From an optimization exercise on the open Yosys and OpenROAD flow, aimed at small area and a short achievable clock period; shortcuts taken in it are not production practice.
In this exercise RTL edits were held to simulation tests only and were not proved equivalent to the original.
Power figures rest on the tool's default switching activity, not on a simulated workload.

==> flow/design.v <==
`timescale 1ns / 1ps
module sigmoid9slices (
    input wire clk,
    input wire rst_n,
    input wire signed [15:0] x0_in,
    input wire signed [15:0] x1_in,
    input wire valid_in,
    output reg signed [15:0] y0_out,
    output reg signed [15:0] y1_out,
    output reg valid_out
);
    reg v1, v2;
    always @(posedge clk or negedge rst_n)
        if (!rst_n) begin v1 <= 1'b0; v2 <= 1'b0; valid_out <= 1'b0; end
        else begin v1 <= valid_in; v2 <= v1; valid_out <= v2; end
    function [4:0] dec(input [15:0] x);
        reg [14:0] u;
        reg g1, g2, g3, g4, g5;
        begin
            u = x[14:0] ^ {15{x[15]}};
            g1 = u >= 1365; g2 = u >= 4096; g3 = u >= 6827; g4 = u >= 9557; g5 = u >= 12288;
            dec = {~g1, g1 & ~g2, g2 & ~g3, g3 & ~g4, g4 & ~g5};
        end
    endfunction
    reg [12:0] a0, a1;   
    reg [4:0] c0, c1;
    always @(posedge clk) begin
        a0 <= {x0_in[15], x0_in[11:0]}; a1 <= {x1_in[15], x1_in[11:0]};
        c0 <= dec(x0_in); c1 <= dec(x1_in);
    end
    wire [10:0] xr0 = a0[10:0];
    wire [10:0] xn0 = ~a0[10:0];
    wire sat0 = ~|c0[4:0];
    wire r0_0_0 = (c0[0] & xr0[0]) | (c0[1] & xn0[0]);
    wire r0_0_1 = c0[1];
    wire r0_1_0 = (c0[0] & xr0[0]) | (c0[1] & xn0[1]) | (c0[2] & xr0[0]) | (c0[3] & xr0[0]) | (c0[4] & xn0[0]);
    wire r0_1_1 = (c0[0] & xr0[1]) | c0[4];
    wire r0_2_0 = (c0[0] & xr0[1]) | (c0[1] & xn0[2]) | (c0[2] & xr0[1]) | (c0[3] & xr0[1]) | (c0[4] & xn0[1]);
    wire r0_2_1 = (c0[0] & xr0[2]);
    wire r0_3_0 = (c0[0] & xr0[0]) | (c0[1] & xr0[0]) | (c0[2] & xr0[2]) | (c0[3] & xr0[2]) | (c0[4] & xn0[2]);
    wire r0_3_1 = (c0[0] & xr0[2]) | (c0[1] & xn0[3]);
    wire r0_3_2 = (c0[0] & xr0[3]);
    wire r0_4_0 = (c0[0] & xr0[1]) | (c0[1] & xr0[1]) | (c0[2] & xr0[3]) | (c0[3] & xr0[0]) | (c0[4] & xn0[0]);
    wire r0_4_1 = (c0[0] & xr0[3]) | (c0[1] & xn0[4]) | (c0[3] & xr0[3]) | c0[4];
    wire r0_4_2 = (c0[0] & xr0[4]) | (c0[4] & xn0[3]);
    wire r0_5_0 = (c0[0] & xr0[2]) | (c0[1] & xr0[0]) | (c0[2] & xr0[4]) | (c0[3] & xr0[1]) | (c0[4] & xn0[1]);
    wire r0_5_1 = (c0[0] & xr0[4]) | (c0[1] & xr0[2]) | (c0[3] & xr0[4]) | (c0[4] & xn0[4]);
    wire r0_5_2 = (c0[0] & xr0[5]) | (c0[1] & xn0[5]);
    wire r0_6_0 = (c0[0] & xr0[3]) | (c0[1] & xr0[1]) | (c0[2] & xr0[5]) | (c0[3] & xr0[0]) | (c0[4] & xn0[2]);
    wire r0_6_1 = (c0[0] & xr0[5]) | (c0[1] & xr0[3]) | (c0[3] & xr0[2]) | (c0[4] & xn0[5]);
    wire r0_6_2 = (c0[0] & xr0[6]) | (c0[1] & xn0[6]) | (c0[3] & xr0[5]);
    wire r0_7_0 = (c0[0] & xr0[4]) | (c0[1] & xr0[2]) | (c0[2] & xr0[0]) | (c0[3] & xr0[1]) | (c0[4] & xn0[3]);
    wire r0_7_1 = (c0[0] & xr0[6]) | (c0[1] & xr0[4]) | (c0[2] & xr0[6]) | (c0[3] & xr0[3]) | (c0[4] & xn0[6]);
    wire r0_7_2 = (c0[0] & xr0[7]) | (c0[1] & xn0[7]) | (c0[3] & xr0[6]);
    wire r0_8_0 = (c0[0] & xr0[5]) | (c0[1] & xr0[3]) | (c0[2] & xr0[1]) | (c0[3] & xr0[0]) | (c0[4] & xn0[4]);
    wire r0_8_1 = (c0[0] & xr0[7]) | (c0[1] & xr0[5]) | (c0[2] & xr0[7]) | (c0[3] & xr0[2]) | (c0[4] & xn0[7]);
    wire r0_8_2 = (c0[0] & xr0[8]) | (c0[1] & xn0[8]) | (c0[3] & xr0[4]);
    wire r0_8_3 = (c0[3] & xr0[7]);
    wire r0_9_0 = (c0[0] & xr0[6]) | (c0[1] & xr0[4]) | (c0[2] & xr0[2]) | (c0[3] & xr0[1]) | (c0[4] & xr0[0]);
    wire r0_9_1 = (c0[0] & xr0[8]) | (c0[1] & xr0[6]) | (c0[2] & xr0[8]) | (c0[3] & xr0[3]) | (c0[4] & xn0[5]);
    wire r0_9_2 = (c0[0] & xr0[9]) | (c0[1] & xn0[9]) | (c0[3] & xr0[5]) | (c0[4] & xn0[8]);
    wire r0_9_3 = (c0[3] & xr0[8]);
    wire r0_10_0 = (c0[0] & xr0[7]) | (c0[1] & xr0[5]) | (c0[2] & xr0[3]) | (c0[3] & xr0[2]) | (c0[4] & xr0[1]);
    wire r0_10_1 = (c0[0] & xr0[9]) | (c0[1] & xr0[7]) | (c0[2] & xr0[9]) | (c0[3] & xr0[4]) | (c0[4] & xn0[6]);
    wire r0_10_2 = (c0[0] & xr0[10]) | (c0[1] & xn0[10]) | (c0[3] & xr0[6]) | (c0[4] & xn0[9]);
    wire r0_10_3 = (c0[3] & xr0[9]);
    wire r0_11_0 = (c0[0] & xr0[8]) | (c0[1] & xr0[6]) | (c0[2] & xr0[4]) | (c0[3] & xr0[3]) | (c0[4] & xr0[2]) | (sat0 & (a0[12] | ~a0[12]));
    wire r0_11_1 = (c0[0] & xr0[10]) | (c0[1] & xr0[8]) | (c0[2] & xr0[10]) | (c0[3] & xr0[5]) | (c0[4] & xn0[7]);
    wire r0_11_2 = (c0[0] & ((a0[12] & a0[11]) | (~a0[12] & a0[11]))) | (c0[1] & ((a0[12] & a0[11]) | (~a0[12] & a0[11]))) | c0[2] | (c0[3] & xr0[7]) | (c0[4] & xn0[10]);
    wire r0_11_3 = (c0[3] & ((a0[12] & ~a0[11] & a0[10]) | (~a0[12] & ~a0[11] & a0[10]) | (~a0[12] & a0[11] & a0[10])));
    wire r0_12_0 = (c0[0] & xr0[9]) | (c0[1] & xr0[7]) | (c0[2] & xr0[5]) | (c0[3] & xr0[4]) | (c0[4] & xr0[3]) | (sat0 & (~a0[12]));
    wire r0_12_1 = (c0[0] & ((a0[12] & ~a0[11]) | (~a0[12] & a0[11]))) | (c0[1] & xr0[9]) | (c0[2] & ((a0[12] & a0[11]) | (~a0[12] & ~a0[11]))) | (c0[3] & xr0[6]) | (c0[4] & xn0[8]);
    wire r0_12_2 = (c0[1] & ((a0[12] & a0[11]) | (a0[12] & ~a0[11]))) | (c0[3] & xr0[8]) | (c0[4] & ((~a0[12] & ~a0[11])));
    wire r0_12_3 = (c0[3] & ((a0[12] & a0[11] & ~a0[10]) | (~a0[12] & a0[11] & ~a0[10]) | (~a0[12] & a0[11] & a0[10])));
    wire r0_13_0 = (c0[0] & xr0[10]) | (c0[1] & xr0[8]) | (c0[2] & xr0[6]) | (c0[3] & xr0[5]) | (c0[4] & xr0[4]) | (sat0 & (a0[12]));
    wire r0_13_1 = (c0[0] & ((a0[12] & a0[11]))) | (c0[1] & xr0[10]) | (c0[2] & ((~a0[12] & a0[11]))) | (c0[3] & xr0[7]) | (c0[4] & xn0[9]);
    wire r0_13_2 = (c0[1] & ((~a0[12] & a0[11]) | (~a0[12] & ~a0[11]))) | (c0[3] & xr0[9]) | (c0[4] & ((~a0[12] & ~a0[11])));
    wire r0_13_3 = (c0[3] & ((a0[12] & ~a0[11] & ~a0[10]) | (a0[12] & ~a0[11] & a0[10]) | (a0[12] & a0[11] & ~a0[10])));
    wire r0_14_0 = (c0[0] & ((a0[12] & a0[11]) | (~a0[12] & ~a0[11]))) | (c0[1] & xr0[9]) | (c0[2] & xr0[7]) | (c0[3] & xr0[6]) | (c0[4] & xr0[5]) | (sat0 & (~a0[12]));
    wire r0_14_1 = (c0[1] & ((a0[12] & ~a0[11]) | (~a0[12] & a0[11]))) | (c0[2] & ((~a0[12] & ~a0[11]) | (~a0[12] & a0[11]))) | (c0[3] & xr0[8]) | (c0[4] & xn0[10]);
    wire r0_14_2 = (c0[3] & xr0[10]) | (c0[4] & ((~a0[12] & ~a0[11])));
    wire r0_14_3 = (c0[3] & ((~a0[12] & ~a0[11] & a0[10]) | (~a0[12] & a0[11] & ~a0[10]) | (~a0[12] & a0[11] & a0[10])));
    wire r0_15_0 = (c0[0] & ((~a0[12] & a0[11]))) | (c0[1] & xr0[10]) | (c0[2] & xr0[8]) | (c0[3] & xr0[7]) | (c0[4] & xr0[6]) | (sat0 & (~a0[12]));
    wire r0_15_1 = (c0[1] & ((~a0[12] & ~a0[11]))) | (c0[2] & ((a0[12] & ~a0[11]) | (a0[12] & a0[11]))) | (c0[3] & xr0[9]);
    wire r0_15_2 = (c0[3] & ((a0[12] & ~a0[11] & ~a0[10]) | (a0[12] & ~a0[11] & a0[10]) | (~a0[12] & a0[11] & ~a0[10]) | (~a0[12] & a0[11] & a0[10])));
    wire r0_16_0 = (c0[0] & ((~a0[12] & ~a0[11]) | (~a0[12] & a0[11]))) | (c0[1] & ((a0[12] & ~a0[11]) | (~a0[12] & a0[11]))) | (c0[2] & xr0[9]) | (c0[3] & xr0[8]) | (c0[4] & xr0[7]) | (sat0 & (~a0[12]));
    wire r0_16_1 = (c0[2] & ((a0[12] & ~a0[11]) | (a0[12] & a0[11]))) | (c0[3] & xr0[10]) | (c0[4] & ((~a0[12] & ~a0[11])));
    wire r0_16_2 = (c0[3] & ((a0[12] & ~a0[11] & ~a0[10]) | (a0[12] & ~a0[11] & a0[10]) | (~a0[12] & ~a0[11] & a0[10]) | (~a0[12] & a0[11] & ~a0[10]) | (~a0[12] & a0[11] & a0[10])));
    wire r0_17_0 = (c0[0] & ((~a0[12] & ~a0[11]) | (~a0[12] & a0[11]))) | (c0[1] & ((~a0[12] & ~a0[11]))) | (c0[2] & xr0[10]) | (c0[3] & xr0[9]) | (c0[4] & xr0[8]) | (sat0 & (~a0[12]));
    wire r0_17_1 = (c0[2] & ((a0[12] & ~a0[11]) | (a0[12] & a0[11]))) | (c0[3] & ((a0[12] & ~a0[11] & ~a0[10]) | (a0[12] & ~a0[11] & a0[10]) | (a0[12] & a0[11] & ~a0[10]) | (~a0[12] & ~a0[11] & a0[10]))) | (c0[4] & ((~a0[12] & ~a0[11])));
    wire r0_18_0 = (c0[0] & ((~a0[12] & ~a0[11]) | (~a0[12] & a0[11]))) | (c0[1] & ((~a0[12] & a0[11]) | (~a0[12] & ~a0[11]))) | (c0[2] & ((a0[12] & ~a0[11]) | (~a0[12] & a0[11]))) | (c0[3] & xr0[10]) | (c0[4] & xr0[9]) | (sat0 & (~a0[12]));
    wire r0_18_1 = (c0[3] & ((a0[12] & ~a0[11] & ~a0[10]) | (a0[12] & ~a0[11] & a0[10]) | (~a0[12] & a0[11] & ~a0[10]) | (~a0[12] & a0[11] & a0[10]))) | (c0[4] & ((~a0[12] & ~a0[11])));
    wire r0_19_0 = (c0[0] & ((~a0[12] & ~a0[11]) | (~a0[12] & a0[11]))) | (c0[1] & ((~a0[12] & a0[11]) | (~a0[12] & ~a0[11]))) | (c0[2] & ((a0[12] & ~a0[11]) | (~a0[12] & ~a0[11]) | (~a0[12] & a0[11]))) | (c0[3] & ((~a0[12] & a0[11] & ~a0[10]) | (~a0[12] & a0[11] & a0[10]))) | (c0[4] & xr0[10]) | (sat0 & (~a0[12]));
    wire r0_19_1 = (c0[4] & ((~a0[12] & ~a0[11])));
    wire r0_20_0 = (c0[0] & ((~a0[12] & ~a0[11]) | (~a0[12] & a0[11]))) | (c0[1] & ((~a0[12] & a0[11]) | (~a0[12] & ~a0[11]))) | (c0[2] & ((a0[12] & ~a0[11]) | (~a0[12] & ~a0[11]) | (~a0[12] & a0[11]))) | (c0[3] & ((a0[12] & a0[11] & ~a0[10]))) | c0[4] | (sat0 & (~a0[12]));
    wire r0_21_0 = (c0[0] & ((~a0[12] & ~a0[11]) | (~a0[12] & a0[11]))) | (c0[1] & ((~a0[12] & a0[11]) | (~a0[12] & ~a0[11]))) | (c0[2] & ((a0[12] & ~a0[11]) | (~a0[12] & ~a0[11]) | (~a0[12] & a0[11]))) | (c0[3] & ((~a0[12] & ~a0[11] & a0[10]) | (~a0[12] & a0[11] & ~a0[10]) | (~a0[12] & a0[11] & a0[10]))) | (sat0 & (~a0[12]));
    wire h0_1s = r0_8_0 ^ r0_8_1;
    wire h0_1c = r0_8_0 & r0_8_1;
    wire f0_2s = r0_9_0 ^ r0_9_1 ^ r0_9_2;
    wire f0_2c = (r0_9_0 & r0_9_1) | (r0_9_0 & r0_9_2) | (r0_9_1 & r0_9_2);
    wire f0_3s = r0_10_0 ^ r0_10_1 ^ r0_10_2;
    wire f0_3c = (r0_10_0 & r0_10_1) | (r0_10_0 & r0_10_2) | (r0_10_1 & r0_10_2);
    wire f0_4s = r0_11_0 ^ r0_11_1 ^ r0_11_2;
    wire f0_4c = (r0_11_0 & r0_11_1) | (r0_11_0 & r0_11_2) | (r0_11_1 & r0_11_2);
    wire f0_5s = r0_12_0 ^ r0_12_1 ^ r0_12_2;
    wire f0_5c = (r0_12_0 & r0_12_1) | (r0_12_0 & r0_12_2) | (r0_12_1 & r0_12_2);
    wire f0_6s = r0_13_0 ^ r0_13_1 ^ r0_13_2;
    wire f0_6c = (r0_13_0 & r0_13_1) | (r0_13_0 & r0_13_2) | (r0_13_1 & r0_13_2);
    wire f0_7s = r0_14_0 ^ r0_14_1 ^ r0_14_2;
    wire f0_7c = (r0_14_0 & r0_14_1) | (r0_14_0 & r0_14_2) | (r0_14_1 & r0_14_2);
    wire h0_8s = r0_15_0 ^ r0_15_1;
    wire h0_8c = r0_15_0 & r0_15_1;
    wire h0_9s = r0_16_0 ^ r0_16_1;
    wire h0_9c = r0_16_0 & r0_16_1;
    wire h0_10s = r0_3_0 ^ r0_3_1;
    wire h0_10c = r0_3_0 & r0_3_1;
    wire f0_11s = r0_4_0 ^ r0_4_1 ^ r0_4_2;
    wire f0_11c = (r0_4_0 & r0_4_1) | (r0_4_0 & r0_4_2) | (r0_4_1 & r0_4_2);
    wire f0_12s = r0_5_0 ^ r0_5_1 ^ r0_5_2;
    wire f0_12c = (r0_5_0 & r0_5_1) | (r0_5_0 & r0_5_2) | (r0_5_1 & r0_5_2);
    wire f0_13s = r0_6_0 ^ r0_6_1 ^ r0_6_2;
    wire f0_13c = (r0_6_0 & r0_6_1) | (r0_6_0 & r0_6_2) | (r0_6_1 & r0_6_2);
    wire f0_14s = r0_7_0 ^ r0_7_1 ^ r0_7_2;
    wire f0_14c = (r0_7_0 & r0_7_1) | (r0_7_0 & r0_7_2) | (r0_7_1 & r0_7_2);
    wire f0_15s = r0_8_2 ^ r0_8_3 ^ h0_1s;
    wire f0_15c = (r0_8_2 & r0_8_3) | (r0_8_2 & h0_1s) | (r0_8_3 & h0_1s);
    wire f0_16s = r0_9_3 ^ h0_1c ^ f0_2s;
    wire f0_16c = (r0_9_3 & h0_1c) | (r0_9_3 & f0_2s) | (h0_1c & f0_2s);
    wire f0_17s = r0_10_3 ^ f0_2c ^ f0_3s;
    wire f0_17c = (r0_10_3 & f0_2c) | (r0_10_3 & f0_3s) | (f0_2c & f0_3s);
    wire f0_18s = r0_11_3 ^ f0_3c ^ f0_4s;
    wire f0_18c = (r0_11_3 & f0_3c) | (r0_11_3 & f0_4s) | (f0_3c & f0_4s);
    wire f0_19s = r0_12_3 ^ f0_4c ^ f0_5s;
    wire f0_19c = (r0_12_3 & f0_4c) | (r0_12_3 & f0_5s) | (f0_4c & f0_5s);
    wire f0_20s = r0_13_3 ^ f0_5c ^ f0_6s;
    wire f0_20c = (r0_13_3 & f0_5c) | (r0_13_3 & f0_6s) | (f0_5c & f0_6s);
    wire f0_21s = r0_14_3 ^ f0_6c ^ f0_7s;
    wire f0_21c = (r0_14_3 & f0_6c) | (r0_14_3 & f0_7s) | (f0_6c & f0_7s);
    wire f0_22s = r0_15_2 ^ f0_7c ^ h0_8s;
    wire f0_22c = (r0_15_2 & f0_7c) | (r0_15_2 & h0_8s) | (f0_7c & h0_8s);
    wire f0_23s = r0_16_2 ^ h0_8c ^ h0_9s;
    wire f0_23c = (r0_16_2 & h0_8c) | (r0_16_2 & h0_9s) | (h0_8c & h0_9s);
    wire f0_24s = r0_17_0 ^ r0_17_1 ^ h0_9c;
    wire f0_24c = (r0_17_0 & r0_17_1) | (r0_17_0 & h0_9c) | (r0_17_1 & h0_9c);
    wire h0_25s = r0_18_0 ^ r0_18_1;
    wire h0_25c = r0_18_0 & r0_18_1;
    wire h0_26s = r0_19_0 ^ r0_19_1;
    wire h0_26c = r0_19_0 & r0_19_1;
    wire lg0_27 = (r0_1_0 & r0_1_1) | ((r0_1_0 | r0_1_1) & (r0_0_0 & r0_0_1));
    wire lp0_27 = (r0_1_0 | r0_1_1) & (r0_0_0 | r0_0_1);
    wire lg0_28 = (r0_3_2 & h0_10s) | ((r0_3_2 | h0_10s) & (r0_2_0 & r0_2_1));
    wire lp0_28 = (r0_3_2 | h0_10s) & (r0_2_0 | r0_2_1);
    wire lg0_29 = (f0_11c & f0_12s) | ((f0_11c | f0_12s) & (h0_10c & f0_11s));
    wire lp0_29 = (f0_11c | f0_12s) & (h0_10c | f0_11s);
    wire lg0_30 = (f0_13c & f0_14s) | ((f0_13c | f0_14s) & (f0_12c & f0_13s));
    wire lp0_30 = (f0_13c | f0_14s) & (f0_12c | f0_13s);
    wire lg0_31 = (f0_15c & f0_16s) | ((f0_15c | f0_16s) & (f0_14c & f0_15s));
    wire lp0_31 = (f0_15c | f0_16s) & (f0_14c | f0_15s);
    wire lg0_32 = lg0_28 | (lp0_28 & lg0_27);
    wire lp0_32 = lp0_28 & lp0_27;
    wire lg0_33 = lg0_30 | (lp0_30 & lg0_29);
    wire lp0_33 = lp0_30 & lp0_29;
    wire lg0_34 = (f0_16c & f0_17s) | ((f0_16c | f0_17s) & lg0_31);
    wire lp0_34 = (f0_16c | f0_17s) & lp0_31;
    wire lg0_35 = lg0_33 | (lp0_33 & lg0_32);
    wire lp0_35 = lp0_33 & lp0_32;
    wire lg0_36 = lg0_34 | (lp0_34 & lg0_35);
    wire lp0_36 = lp0_34 & lp0_35;
    reg [10:0] sa0, sb0;
    reg lc0;
    always @(posedge clk) begin
        sa0 <= {r0_21_0, r0_20_0, h0_25c, f0_24c, f0_23c, f0_22c, f0_21c, f0_20c, f0_19c, f0_18c, f0_17c};
        sb0 <= {1'b0, h0_26c, h0_26s, h0_25s, f0_24s, f0_23s, f0_22s, f0_21s, f0_20s, f0_19s, f0_18s};
        lc0 <= lg0_36;
    end
    wire [10:0] ys0;
    wire ys0_p0 = (sa0[0] ^ sb0[0]);
    wire ys0_p1 = (sa0[1] ^ sb0[1]);
    wire ys0_p2 = (sa0[2] ^ sb0[2]);
    wire ys0_p3 = (sa0[3] ^ sb0[3]);
    wire ys0_p4 = (sa0[4] ^ sb0[4]);
    wire ys0_p5 = (sa0[5] ^ sb0[5]);
    wire ys0_p6 = (sa0[6] ^ sb0[6]);
    wire ys0_p7 = (sa0[7] ^ sb0[7]);
    wire ys0_p8 = (sa0[8] ^ sb0[8]);
    wire ys0_p9 = (sa0[9] ^ sb0[9]);
    wire ys0_p10 = (sa0[10] ^ sb0[10]);
    wire ys0_g0 = (sa0[0] & sb0[0]) | (ys0_p0 & lc0);
    wire ys0_g1 = (sa0[1] & sb0[1]);
    wire ys0_g2 = (sa0[2] & sb0[2]);
    wire ys0_g3 = (sa0[3] & sb0[3]);
    wire ys0_g4 = (sa0[4] & sb0[4]);
    wire ys0_g5 = (sa0[5] & sb0[5]);
    wire ys0_g6 = (sa0[6] & sb0[6]);
    wire ys0_g7 = (sa0[7] & sb0[7]);
    wire ys0_g8 = (sa0[8] & sb0[8]);
    wire ys0_g9 = (sa0[9] & sb0[9]);
    wire ys0_g10 = (sa0[10] & sb0[10]);
    wire ys0_G37 = ys0_g1 | (ys0_p1 & ys0_g0);
    wire ys0_P37 = ys0_p1 & ys0_p0;
    wire ys0_G38 = ys0_g3 | (ys0_p3 & ys0_g2);
    wire ys0_P38 = ys0_p3 & ys0_p2;
    wire ys0_G39 = ys0_g5 | (ys0_p5 & ys0_g4);
    wire ys0_P39 = ys0_p5 & ys0_p4;
    wire ys0_G40 = ys0_g7 | (ys0_p7 & ys0_g6);
    wire ys0_P40 = ys0_p7 & ys0_p6;
    wire ys0_G41 = ys0_g9 | (ys0_p9 & ys0_g8);
    wire ys0_P41 = ys0_p9 & ys0_p8;
    wire ys0_G42 = ys0_G38 | (ys0_P38 & ys0_G37);
    wire ys0_P42 = ys0_P38 & ys0_P37;
    wire ys0_G43 = ys0_G40 | (ys0_P40 & ys0_G39);
    wire ys0_P43 = ys0_P40 & ys0_P39;
    wire ys0_G44 = ys0_G43 | (ys0_P43 & ys0_G42);
    wire ys0_P44 = ys0_P43 & ys0_P42;
    wire ys0_G45 = ys0_G39 | (ys0_P39 & ys0_G42);
    wire ys0_P45 = ys0_P39 & ys0_P42;
    wire ys0_G46 = ys0_G41 | (ys0_P41 & ys0_G44);
    wire ys0_P46 = ys0_P41 & ys0_P44;
    wire ys0_G47 = ys0_g2 | (ys0_p2 & ys0_G37);
    wire ys0_P47 = ys0_p2 & ys0_P37;
    wire ys0_G48 = ys0_g4 | (ys0_p4 & ys0_G42);
    wire ys0_P48 = ys0_p4 & ys0_P42;
    wire ys0_G49 = ys0_g6 | (ys0_p6 & ys0_G45);
    wire ys0_P49 = ys0_p6 & ys0_P45;
    wire ys0_G50 = ys0_g8 | (ys0_p8 & ys0_G44);
    wire ys0_P50 = ys0_p8 & ys0_P44;
    wire ys0_G51 = ys0_g10 | (ys0_p10 & ys0_G46);
    wire ys0_P51 = ys0_p10 & ys0_P46;
    assign ys0[0] = ys0_p0 ^ lc0;
    assign ys0[1] = ys0_p1 ^ ys0_g0;
    assign ys0[2] = ys0_p2 ^ ys0_G37;
    assign ys0[3] = ys0_p3 ^ ys0_G47;
    assign ys0[4] = ys0_p4 ^ ys0_G42;
    assign ys0[5] = ys0_p5 ^ ys0_G48;
    assign ys0[6] = ys0_p6 ^ ys0_G45;
    assign ys0[7] = ys0_p7 ^ ys0_G49;
    assign ys0[8] = ys0_p8 ^ ys0_G44;
    assign ys0[9] = ys0_p9 ^ ys0_G50;
    assign ys0[10] = ys0_p10 ^ ys0_G46;
    always @(posedge clk) y0_out <= {5'b0, ys0};
    wire [10:0] xr1 = a1[10:0];
    wire [10:0] xn1 = ~a1[10:0];
    wire sat1 = ~|c1[4:0];
    wire r1_0_0 = (c1[0] & xr1[0]) | (c1[1] & xn1[0]);
    wire r1_0_1 = c1[1];
    wire r1_1_0 = (c1[0] & xr1[0]) | (c1[1] & xn1[1]) | (c1[2] & xr1[0]) | (c1[3] & xr1[0]) | (c1[4] & xn1[0]);
    wire r1_1_1 = (c1[0] & xr1[1]) | c1[4];
    wire r1_2_0 = (c1[0] & xr1[1]) | (c1[1] & xn1[2]) | (c1[2] & xr1[1]) | (c1[3] & xr1[1]) | (c1[4] & xn1[1]);
    wire r1_2_1 = (c1[0] & xr1[2]);
    wire r1_3_0 = (c1[0] & xr1[0]) | (c1[1] & xr1[0]) | (c1[2] & xr1[2]) | (c1[3] & xr1[2]) | (c1[4] & xn1[2]);
    wire r1_3_1 = (c1[0] & xr1[2]) | (c1[1] & xn1[3]);
    wire r1_3_2 = (c1[0] & xr1[3]);
    wire r1_4_0 = (c1[0] & xr1[1]) | (c1[1] & xr1[1]) | (c1[2] & xr1[3]) | (c1[3] & xr1[0]) | (c1[4] & xn1[0]);
    wire r1_4_1 = (c1[0] & xr1[3]) | (c1[1] & xn1[4]) | (c1[3] & xr1[3]) | c1[4];
    wire r1_4_2 = (c1[0] & xr1[4]) | (c1[4] & xn1[3]);
    wire r1_5_0 = (c1[0] & xr1[2]) | (c1[1] & xr1[0]) | (c1[2] & xr1[4]) | (c1[3] & xr1[1]) | (c1[4] & xn1[1]);
    wire r1_5_1 = (c1[0] & xr1[4]) | (c1[1] & xr1[2]) | (c1[3] & xr1[4]) | (c1[4] & xn1[4]);
    wire r1_5_2 = (c1[0] & xr1[5]) | (c1[1] & xn1[5]);
    wire r1_6_0 = (c1[0] & xr1[3]) | (c1[1] & xr1[1]) | (c1[2] & xr1[5]) | (c1[3] & xr1[0]) | (c1[4] & xn1[2]);
    wire r1_6_1 = (c1[0] & xr1[5]) | (c1[1] & xr1[3]) | (c1[3] & xr1[2]) | (c1[4] & xn1[5]);
    wire r1_6_2 = (c1[0] & xr1[6]) | (c1[1] & xn1[6]) | (c1[3] & xr1[5]);
    wire r1_7_0 = (c1[0] & xr1[4]) | (c1[1] & xr1[2]) | (c1[2] & xr1[0]) | (c1[3] & xr1[1]) | (c1[4] & xn1[3]);
    wire r1_7_1 = (c1[0] & xr1[6]) | (c1[1] & xr1[4]) | (c1[2] & xr1[6]) | (c1[3] & xr1[3]) | (c1[4] & xn1[6]);
    wire r1_7_2 = (c1[0] & xr1[7]) | (c1[1] & xn1[7]) | (c1[3] & xr1[6]);
    wire r1_8_0 = (c1[0] & xr1[5]) | (c1[1] & xr1[3]) | (c1[2] & xr1[1]) | (c1[3] & xr1[0]) | (c1[4] & xn1[4]);
    wire r1_8_1 = (c1[0] & xr1[7]) | (c1[1] & xr1[5]) | (c1[2] & xr1[7]) | (c1[3] & xr1[2]) | (c1[4] & xn1[7]);
    wire r1_8_2 = (c1[0] & xr1[8]) | (c1[1] & xn1[8]) | (c1[3] & xr1[4]);
    wire r1_8_3 = (c1[3] & xr1[7]);
    wire r1_9_0 = (c1[0] & xr1[6]) | (c1[1] & xr1[4]) | (c1[2] & xr1[2]) | (c1[3] & xr1[1]) | (c1[4] & xr1[0]);
    wire r1_9_1 = (c1[0] & xr1[8]) | (c1[1] & xr1[6]) | (c1[2] & xr1[8]) | (c1[3] & xr1[3]) | (c1[4] & xn1[5]);
    wire r1_9_2 = (c1[0] & xr1[9]) | (c1[1] & xn1[9]) | (c1[3] & xr1[5]) | (c1[4] & xn1[8]);
    wire r1_9_3 = (c1[3] & xr1[8]);
    wire r1_10_0 = (c1[0] & xr1[7]) | (c1[1] & xr1[5]) | (c1[2] & xr1[3]) | (c1[3] & xr1[2]) | (c1[4] & xr1[1]);
    wire r1_10_1 = (c1[0] & xr1[9]) | (c1[1] & xr1[7]) | (c1[2] & xr1[9]) | (c1[3] & xr1[4]) | (c1[4] & xn1[6]);
    wire r1_10_2 = (c1[0] & xr1[10]) | (c1[1] & xn1[10]) | (c1[3] & xr1[6]) | (c1[4] & xn1[9]);
    wire r1_10_3 = (c1[3] & xr1[9]);
    wire r1_11_0 = (c1[0] & xr1[8]) | (c1[1] & xr1[6]) | (c1[2] & xr1[4]) | (c1[3] & xr1[3]) | (c1[4] & xr1[2]) | (sat1 & (a1[12] | ~a1[12]));
    wire r1_11_1 = (c1[0] & xr1[10]) | (c1[1] & xr1[8]) | (c1[2] & xr1[10]) | (c1[3] & xr1[5]) | (c1[4] & xn1[7]);
    wire r1_11_2 = (c1[0] & ((a1[12] & a1[11]) | (~a1[12] & a1[11]))) | (c1[1] & ((a1[12] & a1[11]) | (~a1[12] & a1[11]))) | c1[2] | (c1[3] & xr1[7]) | (c1[4] & xn1[10]);
    wire r1_11_3 = (c1[3] & ((a1[12] & ~a1[11] & a1[10]) | (~a1[12] & ~a1[11] & a1[10]) | (~a1[12] & a1[11] & a1[10])));
    wire r1_12_0 = (c1[0] & xr1[9]) | (c1[1] & xr1[7]) | (c1[2] & xr1[5]) | (c1[3] & xr1[4]) | (c1[4] & xr1[3]) | (sat1 & (~a1[12]));
    wire r1_12_1 = (c1[0] & ((a1[12] & ~a1[11]) | (~a1[12] & a1[11]))) | (c1[1] & xr1[9]) | (c1[2] & ((a1[12] & a1[11]) | (~a1[12] & ~a1[11]))) | (c1[3] & xr1[6]) | (c1[4] & xn1[8]);
    wire r1_12_2 = (c1[1] & ((a1[12] & a1[11]) | (a1[12] & ~a1[11]))) | (c1[3] & xr1[8]) | (c1[4] & ((~a1[12] & ~a1[11])));
    wire r1_12_3 = (c1[3] & ((a1[12] & a1[11] & ~a1[10]) | (~a1[12] & a1[11] & ~a1[10]) | (~a1[12] & a1[11] & a1[10])));
    wire r1_13_0 = (c1[0] & xr1[10]) | (c1[1] & xr1[8]) | (c1[2] & xr1[6]) | (c1[3] & xr1[5]) | (c1[4] & xr1[4]) | (sat1 & (a1[12]));
    wire r1_13_1 = (c1[0] & ((a1[12] & a1[11]))) | (c1[1] & xr1[10]) | (c1[2] & ((~a1[12] & a1[11]))) | (c1[3] & xr1[7]) | (c1[4] & xn1[9]);
    wire r1_13_2 = (c1[1] & ((~a1[12] & a1[11]) | (~a1[12] & ~a1[11]))) | (c1[3] & xr1[9]) | (c1[4] & ((~a1[12] & ~a1[11])));
    wire r1_13_3 = (c1[3] & ((a1[12] & ~a1[11] & ~a1[10]) | (a1[12] & ~a1[11] & a1[10]) | (a1[12] & a1[11] & ~a1[10])));
    wire r1_14_0 = (c1[0] & ((a1[12] & a1[11]) | (~a1[12] & ~a1[11]))) | (c1[1] & xr1[9]) | (c1[2] & xr1[7]) | (c1[3] & xr1[6]) | (c1[4] & xr1[5]) | (sat1 & (~a1[12]));
    wire r1_14_1 = (c1[1] & ((a1[12] & ~a1[11]) | (~a1[12] & a1[11]))) | (c1[2] & ((~a1[12] & ~a1[11]) | (~a1[12] & a1[11]))) | (c1[3] & xr1[8]) | (c1[4] & xn1[10]);
    wire r1_14_2 = (c1[3] & xr1[10]) | (c1[4] & ((~a1[12] & ~a1[11])));
    wire r1_14_3 = (c1[3] & ((~a1[12] & ~a1[11] & a1[10]) | (~a1[12] & a1[11] & ~a1[10]) | (~a1[12] & a1[11] & a1[10])));
    wire r1_15_0 = (c1[0] & ((~a1[12] & a1[11]))) | (c1[1] & xr1[10]) | (c1[2] & xr1[8]) | (c1[3] & xr1[7]) | (c1[4] & xr1[6]) | (sat1 & (~a1[12]));
    wire r1_15_1 = (c1[1] & ((~a1[12] & ~a1[11]))) | (c1[2] & ((a1[12] & ~a1[11]) | (a1[12] & a1[11]))) | (c1[3] & xr1[9]);
    wire r1_15_2 = (c1[3] & ((a1[12] & ~a1[11] & ~a1[10]) | (a1[12] & ~a1[11] & a1[10]) | (~a1[12] & a1[11] & ~a1[10]) | (~a1[12] & a1[11] & a1[10])));
    wire r1_16_0 = (c1[0] & ((~a1[12] & ~a1[11]) | (~a1[12] & a1[11]))) | (c1[1] & ((a1[12] & ~a1[11]) | (~a1[12] & a1[11]))) | (c1[2] & xr1[9]) | (c1[3] & xr1[8]) | (c1[4] & xr1[7]) | (sat1 & (~a1[12]));
    wire r1_16_1 = (c1[2] & ((a1[12] & ~a1[11]) | (a1[12] & a1[11]))) | (c1[3] & xr1[10]) | (c1[4] & ((~a1[12] & ~a1[11])));
    wire r1_16_2 = (c1[3] & ((a1[12] & ~a1[11] & ~a1[10]) | (a1[12] & ~a1[11] & a1[10]) | (~a1[12] & ~a1[11] & a1[10]) | (~a1[12] & a1[11] & ~a1[10]) | (~a1[12] & a1[11] & a1[10])));
    wire r1_17_0 = (c1[0] & ((~a1[12] & ~a1[11]) | (~a1[12] & a1[11]))) | (c1[1] & ((~a1[12] & ~a1[11]))) | (c1[2] & xr1[10]) | (c1[3] & xr1[9]) | (c1[4] & xr1[8]) | (sat1 & (~a1[12]));
    wire r1_17_1 = (c1[2] & ((a1[12] & ~a1[11]) | (a1[12] & a1[11]))) | (c1[3] & ((a1[12] & ~a1[11] & ~a1[10]) | (a1[12] & ~a1[11] & a1[10]) | (a1[12] & a1[11] & ~a1[10]) | (~a1[12] & ~a1[11] & a1[10]))) | (c1[4] & ((~a1[12] & ~a1[11])));
    wire r1_18_0 = (c1[0] & ((~a1[12] & ~a1[11]) | (~a1[12] & a1[11]))) | (c1[1] & ((~a1[12] & a1[11]) | (~a1[12] & ~a1[11]))) | (c1[2] & ((a1[12] & ~a1[11]) | (~a1[12] & a1[11]))) | (c1[3] & xr1[10]) | (c1[4] & xr1[9]) | (sat1 & (~a1[12]));
    wire r1_18_1 = (c1[3] & ((a1[12] & ~a1[11] & ~a1[10]) | (a1[12] & ~a1[11] & a1[10]) | (~a1[12] & a1[11] & ~a1[10]) | (~a1[12] & a1[11] & a1[10]))) | (c1[4] & ((~a1[12] & ~a1[11])));
    wire r1_19_0 = (c1[0] & ((~a1[12] & ~a1[11]) | (~a1[12] & a1[11]))) | (c1[1] & ((~a1[12] & a1[11]) | (~a1[12] & ~a1[11]))) | (c1[2] & ((a1[12] & ~a1[11]) | (~a1[12] & ~a1[11]) | (~a1[12] & a1[11]))) | (c1[3] & ((~a1[12] & a1[11] & ~a1[10]) | (~a1[12] & a1[11] & a1[10]))) | (c1[4] & xr1[10]) | (sat1 & (~a1[12]));
    wire r1_19_1 = (c1[4] & ((~a1[12] & ~a1[11])));
    wire r1_20_0 = (c1[0] & ((~a1[12] & ~a1[11]) | (~a1[12] & a1[11]))) | (c1[1] & ((~a1[12] & a1[11]) | (~a1[12] & ~a1[11]))) | (c1[2] & ((a1[12] & ~a1[11]) | (~a1[12] & ~a1[11]) | (~a1[12] & a1[11]))) | (c1[3] & ((a1[12] & a1[11] & ~a1[10]))) | c1[4] | (sat1 & (~a1[12]));
    wire r1_21_0 = (c1[0] & ((~a1[12] & ~a1[11]) | (~a1[12] & a1[11]))) | (c1[1] & ((~a1[12] & a1[11]) | (~a1[12] & ~a1[11]))) | (c1[2] & ((a1[12] & ~a1[11]) | (~a1[12] & ~a1[11]) | (~a1[12] & a1[11]))) | (c1[3] & ((~a1[12] & ~a1[11] & a1[10]) | (~a1[12] & a1[11] & ~a1[10]) | (~a1[12] & a1[11] & a1[10]))) | (sat1 & (~a1[12]));
    wire h1_52s = r1_8_0 ^ r1_8_1;
    wire h1_52c = r1_8_0 & r1_8_1;
    wire f1_53s = r1_9_0 ^ r1_9_1 ^ r1_9_2;
    wire f1_53c = (r1_9_0 & r1_9_1) | (r1_9_0 & r1_9_2) | (r1_9_1 & r1_9_2);
    wire f1_54s = r1_10_0 ^ r1_10_1 ^ r1_10_2;
    wire f1_54c = (r1_10_0 & r1_10_1) | (r1_10_0 & r1_10_2) | (r1_10_1 & r1_10_2);
    wire f1_55s = r1_11_0 ^ r1_11_1 ^ r1_11_2;
    wire f1_55c = (r1_11_0 & r1_11_1) | (r1_11_0 & r1_11_2) | (r1_11_1 & r1_11_2);
    wire f1_56s = r1_12_0 ^ r1_12_1 ^ r1_12_2;
    wire f1_56c = (r1_12_0 & r1_12_1) | (r1_12_0 & r1_12_2) | (r1_12_1 & r1_12_2);
    wire f1_57s = r1_13_0 ^ r1_13_1 ^ r1_13_2;
    wire f1_57c = (r1_13_0 & r1_13_1) | (r1_13_0 & r1_13_2) | (r1_13_1 & r1_13_2);
    wire f1_58s = r1_14_0 ^ r1_14_1 ^ r1_14_2;
    wire f1_58c = (r1_14_0 & r1_14_1) | (r1_14_0 & r1_14_2) | (r1_14_1 & r1_14_2);
    wire h1_59s = r1_15_0 ^ r1_15_1;
    wire h1_59c = r1_15_0 & r1_15_1;
    wire h1_60s = r1_16_0 ^ r1_16_1;
    wire h1_60c = r1_16_0 & r1_16_1;
    wire h1_61s = r1_3_0 ^ r1_3_1;
    wire h1_61c = r1_3_0 & r1_3_1;
    wire f1_62s = r1_4_0 ^ r1_4_1 ^ r1_4_2;
    wire f1_62c = (r1_4_0 & r1_4_1) | (r1_4_0 & r1_4_2) | (r1_4_1 & r1_4_2);
    wire f1_63s = r1_5_0 ^ r1_5_1 ^ r1_5_2;
    wire f1_63c = (r1_5_0 & r1_5_1) | (r1_5_0 & r1_5_2) | (r1_5_1 & r1_5_2);
    wire f1_64s = r1_6_0 ^ r1_6_1 ^ r1_6_2;
    wire f1_64c = (r1_6_0 & r1_6_1) | (r1_6_0 & r1_6_2) | (r1_6_1 & r1_6_2);
    wire f1_65s = r1_7_0 ^ r1_7_1 ^ r1_7_2;
    wire f1_65c = (r1_7_0 & r1_7_1) | (r1_7_0 & r1_7_2) | (r1_7_1 & r1_7_2);
    wire f1_66s = r1_8_2 ^ r1_8_3 ^ h1_52s;
    wire f1_66c = (r1_8_2 & r1_8_3) | (r1_8_2 & h1_52s) | (r1_8_3 & h1_52s);
    wire f1_67s = r1_9_3 ^ h1_52c ^ f1_53s;
    wire f1_67c = (r1_9_3 & h1_52c) | (r1_9_3 & f1_53s) | (h1_52c & f1_53s);
    wire f1_68s = r1_10_3 ^ f1_53c ^ f1_54s;
    wire f1_68c = (r1_10_3 & f1_53c) | (r1_10_3 & f1_54s) | (f1_53c & f1_54s);
    wire f1_69s = r1_11_3 ^ f1_54c ^ f1_55s;
    wire f1_69c = (r1_11_3 & f1_54c) | (r1_11_3 & f1_55s) | (f1_54c & f1_55s);
    wire f1_70s = r1_12_3 ^ f1_55c ^ f1_56s;
    wire f1_70c = (r1_12_3 & f1_55c) | (r1_12_3 & f1_56s) | (f1_55c & f1_56s);
    wire f1_71s = r1_13_3 ^ f1_56c ^ f1_57s;
    wire f1_71c = (r1_13_3 & f1_56c) | (r1_13_3 & f1_57s) | (f1_56c & f1_57s);
    wire f1_72s = r1_14_3 ^ f1_57c ^ f1_58s;
    wire f1_72c = (r1_14_3 & f1_57c) | (r1_14_3 & f1_58s) | (f1_57c & f1_58s);
    wire f1_73s = r1_15_2 ^ f1_58c ^ h1_59s;
    wire f1_73c = (r1_15_2 & f1_58c) | (r1_15_2 & h1_59s) | (f1_58c & h1_59s);
    wire f1_74s = r1_16_2 ^ h1_59c ^ h1_60s;
    wire f1_74c = (r1_16_2 & h1_59c) | (r1_16_2 & h1_60s) | (h1_59c & h1_60s);
    wire f1_75s = r1_17_0 ^ r1_17_1 ^ h1_60c;
    wire f1_75c = (r1_17_0 & r1_17_1) | (r1_17_0 & h1_60c) | (r1_17_1 & h1_60c);
    wire h1_76s = r1_18_0 ^ r1_18_1;
    wire h1_76c = r1_18_0 & r1_18_1;
    wire h1_77s = r1_19_0 ^ r1_19_1;
    wire h1_77c = r1_19_0 & r1_19_1;
    wire lg1_78 = (r1_1_0 & r1_1_1) | ((r1_1_0 | r1_1_1) & (r1_0_0 & r1_0_1));
    wire lp1_78 = (r1_1_0 | r1_1_1) & (r1_0_0 | r1_0_1);
    wire lg1_79 = (r1_3_2 & h1_61s) | ((r1_3_2 | h1_61s) & (r1_2_0 & r1_2_1));
    wire lp1_79 = (r1_3_2 | h1_61s) & (r1_2_0 | r1_2_1);
    wire lg1_80 = (f1_62c & f1_63s) | ((f1_62c | f1_63s) & (h1_61c & f1_62s));
    wire lp1_80 = (f1_62c | f1_63s) & (h1_61c | f1_62s);
    wire lg1_81 = (f1_64c & f1_65s) | ((f1_64c | f1_65s) & (f1_63c & f1_64s));
    wire lp1_81 = (f1_64c | f1_65s) & (f1_63c | f1_64s);
    wire lg1_82 = (f1_66c & f1_67s) | ((f1_66c | f1_67s) & (f1_65c & f1_66s));
    wire lp1_82 = (f1_66c | f1_67s) & (f1_65c | f1_66s);
    wire lg1_83 = lg1_79 | (lp1_79 & lg1_78);
    wire lp1_83 = lp1_79 & lp1_78;
    wire lg1_84 = lg1_81 | (lp1_81 & lg1_80);
    wire lp1_84 = lp1_81 & lp1_80;
    wire lg1_85 = (f1_67c & f1_68s) | ((f1_67c | f1_68s) & lg1_82);
    wire lp1_85 = (f1_67c | f1_68s) & lp1_82;
    wire lg1_86 = lg1_84 | (lp1_84 & lg1_83);
    wire lp1_86 = lp1_84 & lp1_83;
    wire lg1_87 = lg1_85 | (lp1_85 & lg1_86);
    wire lp1_87 = lp1_85 & lp1_86;
    reg [10:0] sa1, sb1;
    reg lc1;
    always @(posedge clk) begin
        sa1 <= {r1_21_0, r1_20_0, h1_76c, f1_75c, f1_74c, f1_73c, f1_72c, f1_71c, f1_70c, f1_69c, f1_68c};
        sb1 <= {1'b0, h1_77c, h1_77s, h1_76s, f1_75s, f1_74s, f1_73s, f1_72s, f1_71s, f1_70s, f1_69s};
        lc1 <= lg1_87;
    end
    wire [10:0] ys1;
    wire ys1_p0 = (sa1[0] ^ sb1[0]);
    wire ys1_p1 = (sa1[1] ^ sb1[1]);
    wire ys1_p2 = (sa1[2] ^ sb1[2]);
    wire ys1_p3 = (sa1[3] ^ sb1[3]);
    wire ys1_p4 = (sa1[4] ^ sb1[4]);
    wire ys1_p5 = (sa1[5] ^ sb1[5]);
    wire ys1_p6 = (sa1[6] ^ sb1[6]);
    wire ys1_p7 = (sa1[7] ^ sb1[7]);
    wire ys1_p8 = (sa1[8] ^ sb1[8]);
    wire ys1_p9 = (sa1[9] ^ sb1[9]);
    wire ys1_p10 = (sa1[10] ^ sb1[10]);
    wire ys1_g0 = (sa1[0] & sb1[0]) | (ys1_p0 & lc1);
    wire ys1_g1 = (sa1[1] & sb1[1]);
    wire ys1_g2 = (sa1[2] & sb1[2]);
    wire ys1_g3 = (sa1[3] & sb1[3]);
    wire ys1_g4 = (sa1[4] & sb1[4]);
    wire ys1_g5 = (sa1[5] & sb1[5]);
    wire ys1_g6 = (sa1[6] & sb1[6]);
    wire ys1_g7 = (sa1[7] & sb1[7]);
    wire ys1_g8 = (sa1[8] & sb1[8]);
    wire ys1_g9 = (sa1[9] & sb1[9]);
    wire ys1_g10 = (sa1[10] & sb1[10]);
    wire ys1_G88 = ys1_g1 | (ys1_p1 & ys1_g0);
    wire ys1_P88 = ys1_p1 & ys1_p0;
    wire ys1_G89 = ys1_g3 | (ys1_p3 & ys1_g2);
    wire ys1_P89 = ys1_p3 & ys1_p2;
    wire ys1_G90 = ys1_g5 | (ys1_p5 & ys1_g4);
    wire ys1_P90 = ys1_p5 & ys1_p4;
    wire ys1_G91 = ys1_g7 | (ys1_p7 & ys1_g6);
    wire ys1_P91 = ys1_p7 & ys1_p6;
    wire ys1_G92 = ys1_g9 | (ys1_p9 & ys1_g8);
    wire ys1_P92 = ys1_p9 & ys1_p8;
    wire ys1_G93 = ys1_G89 | (ys1_P89 & ys1_G88);
    wire ys1_P93 = ys1_P89 & ys1_P88;
    wire ys1_G94 = ys1_G91 | (ys1_P91 & ys1_G90);
    wire ys1_P94 = ys1_P91 & ys1_P90;
    wire ys1_G95 = ys1_G94 | (ys1_P94 & ys1_G93);
    wire ys1_P95 = ys1_P94 & ys1_P93;
    wire ys1_G96 = ys1_G90 | (ys1_P90 & ys1_G93);
    wire ys1_P96 = ys1_P90 & ys1_P93;
    wire ys1_G97 = ys1_G92 | (ys1_P92 & ys1_G95);
    wire ys1_P97 = ys1_P92 & ys1_P95;
    wire ys1_G98 = ys1_g2 | (ys1_p2 & ys1_G88);
    wire ys1_P98 = ys1_p2 & ys1_P88;
    wire ys1_G99 = ys1_g4 | (ys1_p4 & ys1_G93);
    wire ys1_P99 = ys1_p4 & ys1_P93;
    wire ys1_G100 = ys1_g6 | (ys1_p6 & ys1_G96);
    wire ys1_P100 = ys1_p6 & ys1_P96;
    wire ys1_G101 = ys1_g8 | (ys1_p8 & ys1_G95);
    wire ys1_P101 = ys1_p8 & ys1_P95;
    wire ys1_G102 = ys1_g10 | (ys1_p10 & ys1_G97);
    wire ys1_P102 = ys1_p10 & ys1_P97;
    assign ys1[0] = ys1_p0 ^ lc1;
    assign ys1[1] = ys1_p1 ^ ys1_g0;
    assign ys1[2] = ys1_p2 ^ ys1_G88;
    assign ys1[3] = ys1_p3 ^ ys1_G98;
    assign ys1[4] = ys1_p4 ^ ys1_G93;
    assign ys1[5] = ys1_p5 ^ ys1_G99;
    assign ys1[6] = ys1_p6 ^ ys1_G96;
    assign ys1[7] = ys1_p7 ^ ys1_G100;
    assign ys1[8] = ys1_p8 ^ ys1_G95;
    assign ys1[9] = ys1_p9 ^ ys1_G101;
    assign ys1[10] = ys1_p10 ^ ys1_G97;
    always @(posedge clk) y1_out <= {5'b0, ys1};
endmodule
==> flow/flow/run.sh <==
#!/bin/bash
# Standard layout, with plain buffers (instead of delay cells) on the ports.
set -e
export BUFFER_PORTS_ARGS="-buffer_cell sky130_fd_sc_hd__buf_2"
bash standard.sh > standard.log 2>&1
==> flow/standard.sh <==
#!/bin/bash
# synth_recipe.tcl (not shown) runs the flow's synth.tcl, then flattens the netlist and writes it again
# the make line also repeats each setting of config.mk as NAME=value (left out here)
make -C /OpenROAD-flow-scripts/flow DESIGN_CONFIG=/design/flow/config.mk WORK_HOME=/design/flow/orfs CLKGATE_MAP_FILE= SYNTH_SCRIPT=/design/flow/synth_recipe.tcl "${@:-finish}"
==> flow/config.mk <==
export PLATFORM = sky130hd
export DESIGN_NAME = sigmoid9slices
export DESIGN_NICKNAME = sigmoid9slices
export VERILOG_FILES = /design/flow/design.v
export SDC_FILE = /design/flow/constraint.sdc
export NUM_CORES = 4
export LEC_CHECK = 0
export CAP_MARGIN = 20
export CORE_MARGIN = 2
export CORE_UTILIZATION = 70
export SETUP_SLACK_MARGIN = 5
export SLEW_MARGIN = 20
==> flow/constraint.sdc <==
create_clock -name core_clock -period 8.0 [get_ports {clk}]
set_input_delay 1.6000 -clock core_clock [delete_from_list [all_inputs] [get_ports {clk}]]
set_output_delay 1.6000 -clock core_clock [all_outputs]
set_load 0.01 [all_outputs]
==> run summary, run 1 <==
status=complete, no violations; max cap viols=0; Ant. Diodes=0; CTS max path bufs=2; Worst-path clk slew=0.11 ns; clock sink count=105; Post-synth ARST share=2.857%; Yosys top cell by area=dfxtp_1; P&R area growth vs syn=8.640%; Critical Path Source=c1[3]; CP max-delay cell=fa_1; worst rel slew slack=54.84%; # placed instances=975; TritonRoute pass-1 iters=6; Worst Setup EP=lc1; Max stage delay on crit path=0.53 ns; pin count of the biggest net entering global routing=35; Post-synth EDFFs=0; Hold Crit Class=reg -> reg; Max Clock Freq=343.6 MHz; setup ws final=between 5 and 6 ns; root buffer cell=clkbuf_8; layout cells sized above 1=approximately 15%; Final ANT Viol Nets=0; Crit. End Element=flip-flop; #FFs+latches synth=between 100 and 150; maximum vdd ir drop=roughly 0.00016 V; number of port buffers=57; CP most frequent cell=fa_1; GRT Util Overall=slightly above 30%; Setup CP Type=reg -> reg; vias in the first global route=5913; DR WL/cell=17.22 µm; fin nets=about 1000; total gr overflow=0; Synth top area share=between 20% and 30%; post-DR vias/cell=6.341; worst path cell trace=buf_12, buf_6, nand2_2, o21ai_2, a211oi_2, fa_1, fa_1, inv_2, maj3_2, a21oi_2, nor2_1, or3_1; top_reg_cell synth=dfxtp_1; Req. time, crit path=8.28 ns; CP max FO=6; Avg Cell Area, Syn=8.696 µm²; cts hold-fix bufs=0; Die Width=105.9 µm; Worst Tran Pin Value=0.6712 ns; Worst Setup Start Kind=flip-flop; Seq/Total Area, Yosys=29.12%; FF-to-FF End=lc1; Skew-Pair Late Insertion Delay=0.39 ns; Total Routed Length=17.29 mm; num rows=37; RSZ-0062 raised after global routing=yes; top cell family by delay on the critical path=adder cells; RePlAce Congestion=0.9537; core area=10180 µm²; Synth area leaders=dfxtp_1 28%, fa_1 14%, ha_1 6.5%, nand2_1 4.7%, inv_1 4.3%; CTS tree=built; final setup vio count=0; Non-Filler Instances=1004; Starting Density=71.38%; cts bufs inserted=9; Ports=68; pwr dens=approximately 210 nW/µm²; clock skew=0.02182 ns; DP HPWL=~12 mm; Final Cycle Share=36.38%; pre-CTS setup slack=4.654 ns; CP Data Arrival Time=3.19 ns; WP buf/inv=3; DIE AREA=around 11000 µm²; RR Startpoint=c1[3]; Min Clock Period, post-route=approximately 2.9 ns; count of different cell masters after synthesis=just over 80; reg2reg setup slack=5.09 ns; setup_tns=0 ns; initial antenna violation count=0; synthesis warning total=1; CP Depth=12; Post-Synthesis Cell Area=~7300 µm²; leakage=around 0.0035 µW; Synth Instances=836; # H-tree levels=3; final hold vios=0; # DRC=0; top post-synthesis cells by count=102 x dfxtp_1, 91 x nand2_1, 83 x inv_1; fin. max-slew vios=0; die height=105.9 µm; first-pass GRT wire length=roughly 28 mm; Register-to-Register Path Depth=12; initial drt markers=around 810; routed vias=6366; count leader, synth=dfxtp_1
-- repair_timing --
action                                  CTS  global route
buffers inserted                          0            11
cloned                                    0             2
endpoints found under the setup margin   10            10
resized for setup                        13            36
endpoints found under the hold margin     0             0
pin swaps                                 0            13
-- layout by cell type (no fill, tap or decap), types with 13 or more instances in the layout --
cell,instances
nand2_1,90
dfxtp_1,89
inv_1,82
buf_2,57
fa_1,52
nor2_1,40
ha_1,38
a21oi_1,35
o21ai_0,33
nand3_1,21
a22oi_1,20
nand2b_1,18
nor3_1,13
-- routing by layer --
| metal | GRT usage (%) | share of wire [%] |
|---|---|---|
| met5 | 0 | 0 |
| met4 | 9.774 | 2.7 |
| met3 | 5.395 | 8.1 |
| met2 | 50.23 | 48 |
| met1 | 40.26 | 42 |
-- cell type report --
class | instances | area (µm²)
multi-input cells | 589 | 4621
fillers | 706 | 2287
flip-flops and latches | 105 | 2156
repair buffers | 71 | 441.7
inverters | 87 | 331.6
well taps | 136 | 170.2
clock buffers | 10 | 127.6
clock inverters | 6 | 50.05
-- kinds of logic after synthesis --
kind of cell | synth area share [%]
other cells | 0.05159
flops | 29.12
compound gates | 21.53
mux | 0.2754
simple gates | 17.93
fa+ha+maj | 21.14
xor+xnor | 1.325
buf+inv | 8.623
-- metrics by stage --
stage / util, % / hold slack (ns) / power [µW] / instance area (µm²)
4_1_cts: 75.26 / 0.3641 / 1596 / 7665
2_1_floorplan: - / 0.3312 / 1104 / 7306
3_3_place_gp: 73.30 / 0.3437 / 1241 / 7466
5_1_grt: 77.54 / 0.3787 / 1729 / 7898
3_5_place_dp: 73.30 / 0.3378 / 1291 / 7466
6_report: 77.54 / 0.3615 / 1620 / 7898
-- how the worst min path moves through the flow --
| stage | startpoint | to | slack, ns | cells after the start |
|---|---|---|---|---|
| finish | v2 | valid_out | 0.36 | 0 |
| global route | v2 | valid_out | 0.38 | 0 |
| CTS | v2 | valid_out | 0.36 | 0 |
| detailed placement | v2 | valid_out | 0.34 | 0 |
| global placement | v1 | v2 | 0.34 | 0 |
| floorplan | v1 | v2 | 0.33 | 0 |
-- state kept, by name, indices dropped and copies added, names as in the netlist, 5 cells and up --
name	flops
sa0	11
sa1	11
a0	13
sb0	10
c1	5
y0_out	11
sb1	10
c0	5
y1_out	11
a1	13
-- where the power goes --
part	switching [µW]	leakage [µW]	total, µW	internal [µW]
Clock	193	0.0000896	312	118
Combinational	330	0.00254	592	262
Sequential	76.5	0.000894	717	640
-- worst register-to-register path, stage by stage (launching register included) --
cell      delay [ns]
dfxtp_4         0.37
buf_12          0.13
buf_6           0.12
nand2_2         0.05
o21ai_2         0.06
a211oi_2        0.26
fa_1            0.45
fa_1            0.53
inv_2           0.04
maj3_2          0.31
a21oi_2         0.10
nor2_1          0.05
or3_1           0.35
==> run 2: changes to the inputs <==
==> flow/run.sh (new file) <==
#!/bin/bash
# synth_recipe.tcl (not shown) runs the flow's synth.tcl, then flattens the netlist and writes it again
# the make line also repeats each setting of config.mk as NAME=value (left out here)
make -C /OpenROAD-flow-scripts/flow DESIGN_CONFIG=/design/flow/config.mk WORK_HOME=/design/flow/orfs CLKGATE_MAP_FILE= SYNTH_SCRIPT=/design/flow/synth_recipe.tcl finish
removed: flow/flow/run.sh
removed: flow/standard.sh
==> run 2 against run 1 <==
  * Sequential cell count unchanged
  * Largest cell class unchanged
  * Critical path type unchanged
  * Wire length increased by 5.9%
  * Die area unchanged
  * Hold slack improved by 0.0093 ns
  * Non-clock buffer count unchanged
  * Maximum frequency decreased by 3.6%
  * Clock skew decreased by 0.0033 ns
  * Synthesized cell count unchanged
  * Final area increased by 3.8%
  * Clock-buffer cell count increased by 1
  * Critical path depth decreased by 4
==> run summary, run 2 <==
DR WL/cell=18.23 µm (+5.9%); TritonRoute pass-1 iters=9 (+3); top post-synthesis cells by count=102 x dfxtp_1, 91 x nand2_1, 83 x inv_1; RePlAce Congestion=0.9343 (-2.0%); RR Startpoint=c0[3]; total gr overflow=0 (unchanged); CP max FO=33 (+27); Worst Setup Start Kind=flip-flop; Largest regs=a0: 13 flops, a1: 13 flops; Starting Density=71.38% (unchanged); Setup CP Type=reg -> reg; commonest non-fill, non-tap cell in the layout=nand2_1; clock skew=0.01847 ns (-0.003345 ns); Hold Path Stages=0 (unchanged); number of port buffers=57 (unchanged); Hold Crit Class=reg -> reg; root buffer cell=clkbuf_8; P&R area growth vs syn=12.74%; Hold Startpoint=v1; initial antenna violation count=0 (unchanged); Worst-path clk slew=0.10 ns (about the same); initial drt markers=1051 (+30%); vias in the first global route=6256 (+5.8%); # H-tree levels=3 (unchanged); count leader, synth=dfxtp_1; status=complete, no violations; setup_tns=0 ns (unchanged); worst rel slew slack=51.59% (-3.2 points); cts hold-fix bufs=0 (unchanged); DIE AREA=11220 µm² (unchanged); most frequent cells in the layout=91 x nand2_1, 90 x dfxtp_1, 83 x inv_1; die height=105.9 µm (unchanged); Min Clock Period, post-route=3.019 ns (+0.1089 ns); Synth top area share=28.09% (unchanged); synthesis warning total=1 (unchanged); clock sink count=105 (unchanged); Endpoint, Worst Hold=v2; Max Clock Freq=331.2 MHz (-3.6%); Final Cycle Share=37.74% (+1.4 points); CP Data Arrival Time=3.29 ns (+0.10 ns); pin count of the biggest net entering global routing=35 (unchanged); Skew-Pair Late Insertion Delay=0.39 ns (about the same); Post-synth ARST share=2.857% (unchanged); CTS max path bufs=2 (unchanged); Hold WS=0.3707 ns (+0.009263 ns); Total Routed Length=18.31 mm (+5.9%); Register-to-Register Path Depth=8 (-4); FF-to-FF End=sb0[3]; final setup vio count=0 (unchanged); fin nets=988 (unchanged); Worst Tran Pin Value=0.7195 ns (+0.04824 ns); Post-Synthesis Cell Area=7269 µm² (unchanged); Final ANT Viol Nets=0 (unchanged); Avg Cell Area, Syn=8.696 µm² (unchanged); DP HPWL=12.94 mm (+3.7%); Ports=68 (unchanged); count of different cell masters after synthesis=81 (unchanged); Post-synth EDFFs=0 (unchanged); Synth Instances=836 (unchanged); leakage=0.003624 µW (+2.8%); Seq/Total Area, Yosys=29.12% (unchanged); Synth area leaders=dfxtp_1 28%, fa_1 14%, ha_1 6.5%, nand2_1 4.7%, inv_1 4.3%; Ant. Diodes=0 (unchanged); RSZ-0062 raised after global routing=yes; post-DR vias/cell=6.467 (+2.0%); filler instances=690 (-2.3%); routed vias=6493 (+2.0%); Crit. End Element=flip-flop; num rows=37 (unchanged); core area=10180 µm² (unchanged); top_reg_cell synth=dfxtp_1; fin. max-slew vios=0 (unchanged); Yosys top cell by area=dfxtp_1; #FFs+latches synth=105 (unchanged); pwr dens=209.6 nW/µm² (+2.2%); GRT Util Overall=32.62% (+2.4 points); first-pass GRT wire length=29.56 mm (+6.8%); maximum vdd ir drop=0.0001809 V (+17%); max cap viols=0 (unchanged); CTS tree=built; layout cells sized above 1=7.949% (-6.7 points); final hold vios=0 (unchanged); # DRC=0 (unchanged); Die Width=105.9 µm (unchanged); Req. time, crit path=8.27 ns (about the same); cts bufs inserted=9 (unchanged); reg2reg setup slack=4.98 ns (-0.11 ns)
-- run 2: worst max-delay path, stage by stage (launching register included) --
cell	delay, ns
dfxtp_1	0.31
buf_4	0.23
or2_2	0.37
nor4_1	0.56
and2_1	0.28
a2111oi_1	0.10
fa_1	0.58
inv_1	0.05
fa_1	0.42
-- run 2: cell families after synthesis --
group | after synthesis | share of synthesized area, %
AOI/OAI and AO/OA | 217 | 21.53
xor gates and xnor gates | 11 | 1.325
adders and majority gates | 92 | 21.14
buffers and inverters | 151 | 8.623
DFF | 105 | 29.12
muxes | 2 | 0.2754
other | 1 | 0.05159
and+or+nand+nor | 257 | 17.93
-- run 2: worst max-delay path by stage --
stage / start / to / slack (ns) / depth (start not counted)
after floorplan: c1[1] / lc1 / 5.02 / 12
after global placement: x0_in[15] / c0[4] / 4.34 / 6
after detailed placement: x0_in[15] / c0[4] / 4.24 / 6
after CTS: c1[0] / sb1[3] / 5.00 / 8
after global routing: c0[4] / lc0 / 4.86 / 11
final: c0[3] / sb0[3] / 4.98 / 8
-- run 2: report_power, final --
part | switching, µW | internal, µW | total, µW | leakage, µW
logic | 345 | 314 | 659 | 0.00263
registers | 76.2 | 641 | 717 | 0.000892
clock network | 186 | 156 | 341 | 0.000104
total | 607 | 1110 | 1720 | 0.00362
-- run 2: per-stage QoR --
step,util [%],cell area (µm²),setup WS (ns),instances,power [µW]
2_1_floorplan,-,7306,5.019,845,1104
3_3_place_gp,76.18,7759,4.337,976,1297
5_1_grt,80.47,8195,4.864,1004,1822
4_1_cts,78.48,7993,5.001,992,1703
3_5_place_dp,76.18,7759,4.243,976,1356
6_report,80.47,8195,4.981,1004,1718
-- run 2: cell type report --
type	count	area, µm²	area share (%)
Multi-Input combinational cell	589	4619	56.37
Timing Repair Buffer	71	726.9	8.870
Clock buffer	11	141.4	1.725
Tap cell	136	170.2	2.076
Sequential cell	105	2145	26.17
Clock inverter	5	61.31	0.7481
Inverter	87	331.6	4.046
-- run 2: layer usage --
layer / up-vias / global-route usage, % / share of wire (%)
met2: 413 / 55.12 / 48
li1: 2990 / - / -
met5: - / 0 / 0
met4: 0 / 12.22 / 3.0
met1: 3030 / 42.50 / 40
met3: 60 / 5.028 / 8.6
-- run 2: timing repair --
| item | in CTS | in global routing |
|---|---|---|
| pin swaps | 2 | 10 |
| setup endpoints to repair | 22 | 21 |
| buffers inserted | 0 | 11 |
| gates resized for setup | 27 | 32 |
| cloned | 0 | 1 |
==> run 3: changes to the inputs <==
--- a/flow/config.mk
+++ b/flow/config.mk
@@ -8,5 +8,5 @@
 export CAP_MARGIN = 20
 export CORE_MARGIN = 2
 export CORE_UTILIZATION = 70
-export SETUP_SLACK_MARGIN = 5
+export SETUP_SLACK_MARGIN = 4.5
 export SLEW_MARGIN = 20
==> run 3 against run 2 <==
  * Highest routed layer unchanged
  * Register-to-register slack got worse by 0.33 ns
  * Synthesized cell count unchanged
  * Clock-buffer cell count decreased by 2
  * Clock skew decreased by 0.0094 ns
  * Critical endpoint is now lc1
  * Hold slack got worse by 0.0086 ns
  * Largest cell class unchanged
  * Combinational power decreased by 4.4%
  * Final area decreased by 2.9%
==> run summary, run 3 <==
status=complete, no violations; FF-to-FF End=lc1; Post-synth ARST share=2.857% (unchanged); Hold Path Stages=0 (unchanged); Total Power=1660 µW (-3.3%); Yosys top cell by area=dfxtp_1; Final ANT Viol Nets=0 (unchanged); Largest regs=a0: 13 flops, a1: 13 flops; count of different cell masters after synthesis=81 (unchanged); Seq/Total Area, Yosys=29.12% (unchanged); pwr dens=208.6 nW/µm² (-0.47%); clock skew=0.009067 ns (-0.009403 ns); DR WL/cell=16.97 µm (-6.9%); final setup vio count=0 (unchanged); num rows=37 (unchanged); top_reg_cell synth=dfxtp_1; P&R area growth vs syn=9.484%; Min Clock Period, post-route=3.349 ns (+0.3295 ns); CP max-delay cell=dfxtp_1; Worst-path clk slew=0.10 ns (about the same); # H-tree levels=3 (unchanged); RSZ-0062 raised after global routing=no; maximum vdd ir drop=0.0001825 V (+0.86%); Crit. End Element=flip-flop; Total Routed Length=16.82 mm (-8.1%); initial drt markers=1032 (-1.8%); total gr overflow=0 (unchanged); Starting Density=71.38% (unchanged); Req. time, crit path=8.26 ns (about the same); synthesis warning total=1 (unchanged); # placed instances=975 (-0.10%); root buffer cell=clkbuf_8; filler instances=705 (+2.2%); RR Startpoint=c1[2]; fin nets=975 (-1.3%); DIE AREA=11220 µm² (unchanged); number of port buffers=57 (unchanged); pin count of the biggest net entering global routing=35 (unchanged); Endpoint, Worst Hold=v2; count leader, synth=dfxtp_1; setup_tns=0 ns (unchanged); Max stage delay on crit path=0.91 ns (+0.33 ns); Ports=68 (unchanged); leakage=0.003442 µW (-5.0%); Post-synth EDFFs=0 (unchanged); area of the multi-input gates=4561 µm² (-1.3%); commonest non-fill, non-tap cell in the layout=dfxtp_1; Die Width=105.9 µm (unchanged); TritonRoute pass-1 iters=6 (-3)
-- run 3: final cells by class --
cell class                      count  share of cell area (%)
Inverter                           87                   4.103
Clock inverter                      7                  0.9118
Sequential cell                   105                   26.69
Multi-Input combinational cell    589                   57.30
Tap cell                          136                   2.138
Clock buffer                        9                   1.556
Timing Repair Buffer               58                   7.294
-- run 3: worst max-delay path: cells and delay by family, from the launching register on --
kind | cells | cell delay (ns)
adder cells (fa/ha/maj) | 3 | 1.32
flip-flops | 1 | 0.91
AND/OR/NAND/NOR | 5 | 0.80
AO/OA/AOI/OAI | 1 | 0.13
buffers and inverters | 1 | 0.06
-- run 3: kinds of logic (layout without fill, tap and decap cells) --
family	after synthesis	after routing	share of synthesized area, %
compound gates	217	217	21.53
simple gates	257	257	17.93
buf+inv	151	161	8.623
other cells	1	10	0.05159
fa+ha+maj	92	92	21.14
xor+xnor	11	11	1.325
flops	105	105	29.12
mux	2	2	0.2754
-- run 3: stage by stage --
step | setup WS (ns) | hold slack (ns) | area (µm²) | util [%]
3_5_place_dp | 4.251 | 0.3412 | 7751 | 76.11
6_report | 4.651 | 0.3621 | 7959 | 78.15
4_1_cts | 4.521 | 0.3638 | 7951 | 78.07
3_3_place_gp | 4.336 | 0.3442 | 7751 | 76.11
2_1_floorplan | 4.867 | 0.3312 | 7303 | -
5_1_grt | 4.527 | 0.3795 | 7959 | 78.15
-- run 3: power by group --
part / switching, µW / leakage (µW) / internal, µW
combinational: 327 / 0.00245 / 302
clock: 190 / 0.000101 / 122
sequential: 76.3 / 0.000889 / 642
-- run 3: what timing repair did --
action                     in CTS  in global routing
pin swaps                       0                  0
resized for setup               3                  5
setup endpoints to repair       3                  5
-- run 3: worst max path at each step --
stage              start  endpoint  slack [ns]  cells after the start
2_1_floorplan      c1[4]       lc1        4.87                     12
3_3_place_gp   x0_in[15]     c0[4]        4.34                      6
3_5_place_dp   x0_in[15]     c0[4]        4.25                      6
4_1_cts            c1[1]    sb1[3]        4.52                      8
5_1_grt            c1[2]       lc1        4.53                     10
6_report           c1[2]       lc1        4.65                     10
-- run 3: per-layer routing --
metal | part of all wire [%] | vias to the layer above | global-route usage (%) | routed length [µm]
li1 | - | 2963 | - | -
met1 | 40 | 2954 | 40.82 | 6756
met2 | 48 | 415 | 51.66 | 8110
met3 | 9.0 | 46 | 5.518 | 1513
met4 | 2.6 | 0 | 11.65 | 436
met5 | 0 | - | 0 | 0

static timing again, ports no longer ideal:
How much do the figures lean on ideal ports? The routed layouts below were timed once more, with nothing changed but the port constraints. Step 1: set_driving_cell puts a clkbuf_16 on clk and a buf_2 on each other input, an assumption about the parent block. Step 2 also shifts input and output timing later by t, the mid clock arrival at the registers, as if the neighbouring blocks saw the same clock. Three values: ideal, step 1, step 2; two values: the first two.
| run | t, ns | setup slack, ns |
|---|---|---|
| run 1 | 0.414 | 5.090 / 5.090 / 4.881 |
| run 2 | 0.412 | 4.981 / 4.981 / 4.672 |
| run 3 | 0.414 | 4.651 / 4.651 / 4.424 |
After both steps every run listed still meets setup and hold.
